This is an optimization exercise on Yosys and OpenROAD, whose aim is small area and a short achievable clock period, not a production implementation. In this exercise RTL edits were held to simulation tests only and were not proved equivalent to the original. Power figures rest on the tool's default switching activity, not on a simulated workload.

==> flow/design.v <==
module reservation_station #(
    parameter RS_SIZE = 8,
    parameter PR_BITS = 6,
    parameter ROB_SIZE = 16,
    parameter ROB_BITS = $clog2(ROB_SIZE)
)(
    input  logic clk,
    input  logic rst,
    input  logic                  dispatch_en,
    input  logic [PR_BITS-1:0]    src1,
    input  logic [PR_BITS-1:0]    src2,
    input  logic [PR_BITS-1:0]    dst,
    input  logic                  src1_ready,
    input  logic                  src2_ready,
    input  logic                  use_imm,
    input  logic [31:0]           imm,
    input  logic [ROB_BITS-1:0]   alloc_rob_idx,
    input  logic                  dispatch_is_branch,
    input  logic [31:0]           dispatch_pc,
    input logic [1:0] dispatch_br_type,
    input  logic                  wb_valid,
    input  logic [PR_BITS-1:0]    wb_phys,
    input  logic                  issue_grant,
    output logic [1:0] issue_br_type,
    output logic                  issue_valid,
    output logic [PR_BITS-1:0]    issue_src1,
    output logic [PR_BITS-1:0]    issue_src2,
    output logic [PR_BITS-1:0]    issue_dst,
    output logic                  issue_use_imm,
    output logic [31:0]           issue_imm,
    output logic                  issue_is_branch,
    output logic [31:0]           issue_pc,
    output logic [ROB_BITS-1:0]   issue_rob_idx,
    output logic [$clog2(RS_SIZE)-1:0] issue_idx,
    output logic                  rs_full
);
    localparam int W = 3*PR_BITS + 1 + 32 + ROB_BITS + 1 + 32 + 2;
    logic [W-1:0] din;
    assign din = {src1, src2, dst, use_imm, imm, alloc_rob_idx,
                  dispatch_is_branch, dispatch_pc, dispatch_br_type};
    logic [RS_SIZE-1:0] rs_valid;
    logic [RS_SIZE-1:0] rs_rdy1;
    logic [RS_SIZE-1:0] rs_rdy2;
    logic [RS_SIZE-1:0] sel;
    assign sel = sel_d[0];
    localparam int NDUP = 3;
    logic [RS_SIZE-1:0] sel_d [NDUP];
    logic [W-1:0] rs_data [RS_SIZE];
    always_ff @(posedge clk) begin
        for (int i = 0; i < RS_SIZE; i++)
            if (!rs_valid[i])
                rs_data[i] <= din;
    end
    logic [RS_SIZE-1:0] free_oh;
    always_comb begin
        logic all_lower;
        all_lower = 1'b1;
        for (int i = 0; i < RS_SIZE; i++) begin
            free_oh[i] = !rs_valid[i] && all_lower;
            all_lower  = all_lower && rs_valid[i];
        end
    end
    logic disp_ok;
    assign disp_ok = dispatch_en && (dst != '0);
    logic rdy1_in, rdy2_in;
    assign rdy1_in = src1_ready || (src1 == '0);
    assign rdy2_in = src2_ready || (src2 == '0);
    logic [RS_SIZE-1:0] valid_n, rdy1_n, rdy2_n, ready_n, sel_n;
    always_comb begin
        logic [PR_BITS-1:0] s1, s2;
        logic hit1, hit2, disp_i, any_lower;
        for (int i = 0; i < RS_SIZE; i++) begin
            s1 = rs_data[i][W-1 -: PR_BITS];
            s2 = rs_data[i][W-1-PR_BITS -: PR_BITS];
            hit1 = wb_valid && (s1 == wb_phys);
            hit2 = wb_valid && (s2 == wb_phys);
            disp_i = disp_ok && free_oh[i];
            valid_n[i] = disp_i || (rs_valid[i] && !(issue_grant && sel[i]));
            rdy1_n[i]  = rs_valid[i] ? (rs_rdy1[i] || hit1) : rdy1_in;
            rdy2_n[i]  = rs_valid[i] ? (rs_rdy2[i] || hit2) : rdy2_in;
            ready_n[i] = valid_n[i] && rdy1_n[i] && rdy2_n[i];
        end
        any_lower = 1'b0;
        for (int i = 0; i < RS_SIZE; i++) begin
            sel_n[i]  = ready_n[i] && !any_lower;
            any_lower = any_lower || ready_n[i];
        end
    end
    logic [RS_SIZE-1:0] sel_nd [NDUP];
    always_comb begin
        logic [RS_SIZE-1:0] rk;
        logic lower;
        for (int k = 0; k < NDUP; k++) begin
            for (int i = 0; i < RS_SIZE; i++)
                case (k)
                    0: rk[i] = (valid_n[i] && rdy1_n[i]) && rdy2_n[i];
                    1: rk[i] = valid_n[i] && (rdy1_n[i] && rdy2_n[i]);
                    default: rk[i] = (valid_n[i] && rdy2_n[i]) && rdy1_n[i];
                endcase
            lower = 1'b0;
            for (int i = 0; i < RS_SIZE; i++) begin
                sel_nd[k][i] = rk[i] && !lower;
                lower = lower || rk[i];
            end
        end
    end
    always_ff @(posedge clk or posedge rst) begin
        if (rst) begin
            rs_valid <= '0;
            for (int k = 0; k < NDUP; k++) sel_d[k] <= '0;
        end else begin
            rs_valid <= valid_n;
            for (int k = 0; k < NDUP; k++) sel_d[k] <= sel_nd[k];
        end
    end
    always_ff @(posedge clk) begin
        rs_rdy1 <= rdy1_n;
        rs_rdy2 <= rdy2_n;
    end
    logic [W-1:0] dout;
    always_comb begin
        dout = '0;
        for (int i = 0; i < RS_SIZE; i++)
            for (int b = 0; b < W; b++)
                dout[b] = dout[b] | (sel_d[b % NDUP][i] & rs_data[i][b]);
    end
    assign {issue_src1, issue_src2, issue_dst, issue_use_imm, issue_imm, issue_rob_idx,
            issue_is_branch, issue_pc, issue_br_type} = dout;
    assign issue_valid = |sel;
    assign issue_idx   = {sel[4] | sel[5] | sel[6] | sel[7],
                          sel[2] | sel[3] | sel[6] | sel[7],
                          sel[1] | sel[3] | sel[5] | sel[7]};
    assign rs_full     = &rs_valid;
endmodule
export LEC_CHECK = 0
export CAP_MARGIN = 20
export CORE_MARGIN = 2
export CORE_UTILIZATION = 40
export PLACE_DENSITY = 0.6
export SETUP_SLACK_MARGIN = 2.2
export SLEW_MARGIN = 20
create_clock -name core_clock -period 4.5 [get_ports {clk}]
run.sh (not shown) runs the stock make flow with config.mk's settings and CLKGATE_MAP_FILE= SYNTH_SCRIPT=/design/flow/synth_recipe.tcl, a recipe that flattens the netlist after the stock synthesis.
Edit:
==> flow/flow/run.sh (new file) <==
#!/bin/bash
# Standard ORFS layout, with plain buffers on the ports instead of the
# delay-cell buffers that buffer_ports picks by default.
set -euo pipefail
EXTRA=()
[[ -f flow/extra.mk ]] && while IFS= read -r l; do [[ -n "$l" ]] && EXTRA+=("$l"); done < flow/extra.mk
bash standard.sh "BUFFER_PORTS_ARGS=-buffer_cell sky130_fd_sc_hd__buf_1" "${EXTRA[@]}" finish > flow_standard.log 2>&1
==> flow/flow/extra.mk (new file) <==
CTS_ARGS=-sink_clustering_enable -repair_clock_nets -dont_use_dummy_load
==> flow/standard.sh (new file) <==
#!/bin/bash
# synth_recipe.tcl (not shown) runs the flow's synth.tcl, then flattens the netlist and writes it again
# the make line also repeats each setting of config.mk as NAME=value (left out here)
make -C /OpenROAD-flow-scripts/flow DESIGN_CONFIG=/design/flow/config.mk WORK_HOME=/design/flow/orfs CLKGATE_MAP_FILE= SYNTH_SCRIPT=/design/flow/synth_recipe.tcl "${@:-finish}"
--- a/flow/config.mk
+++ b/flow/config.mk
@@ -8,6 +8,6 @@
 export CAP_MARGIN = 20
 export CORE_MARGIN = 2
-export CORE_UTILIZATION = 40
-export PLACE_DENSITY = 0.6
-export SETUP_SLACK_MARGIN = 2.2
+export CORE_UTILIZATION = 65
+export PLACE_DENSITY = 0.75
+export SETUP_SLACK_MARGIN = 1.6
 export SLEW_MARGIN = 20
removed: flow/run.sh
=> Register-to-register slack got worse by 510 ps; routed wire length shrinks by 14%; setup slack is better by 160 ps; via count is lower by 3.7%; total power goes down by 15%.

afterwards: timing with drivers on the ports:
In the flow no input, the clock included, has a driving cell. The finished layouts below were timed again as built, in two steps. Step 1: set_driving_cell puts a clkbuf_16 on clk and a buf_2 on each other input, an assumption about the parent block. Step 2 moves the port delays by t, midway between the first and last clock arrival at a register: inputs arrive t later, outputs are due t later. That takes back most of the time a late clock gives input paths. Three values: ideal ports, drivers, drivers and shift; two values: the first two.
run | t (ns) | setup slack, ns | worst setup path after step 2 | worst register clock-pin slew, ns | worst data-port slew with drivers (ns)
the first run | 0.688 | 1.469 / 1.410 / 1.378 | input to register | 0.06 / 0.06 | 0.12
the second run | 0.636 | 1.624 / 1.566 / 1.103 | input to register | 0.06 / 0.06 | 0.09
After both steps every run listed still meets setup and hold. The setup slack of the second run, which loses most, moves by -0.058 ns with the drivers and by -0.521 ns with both steps.
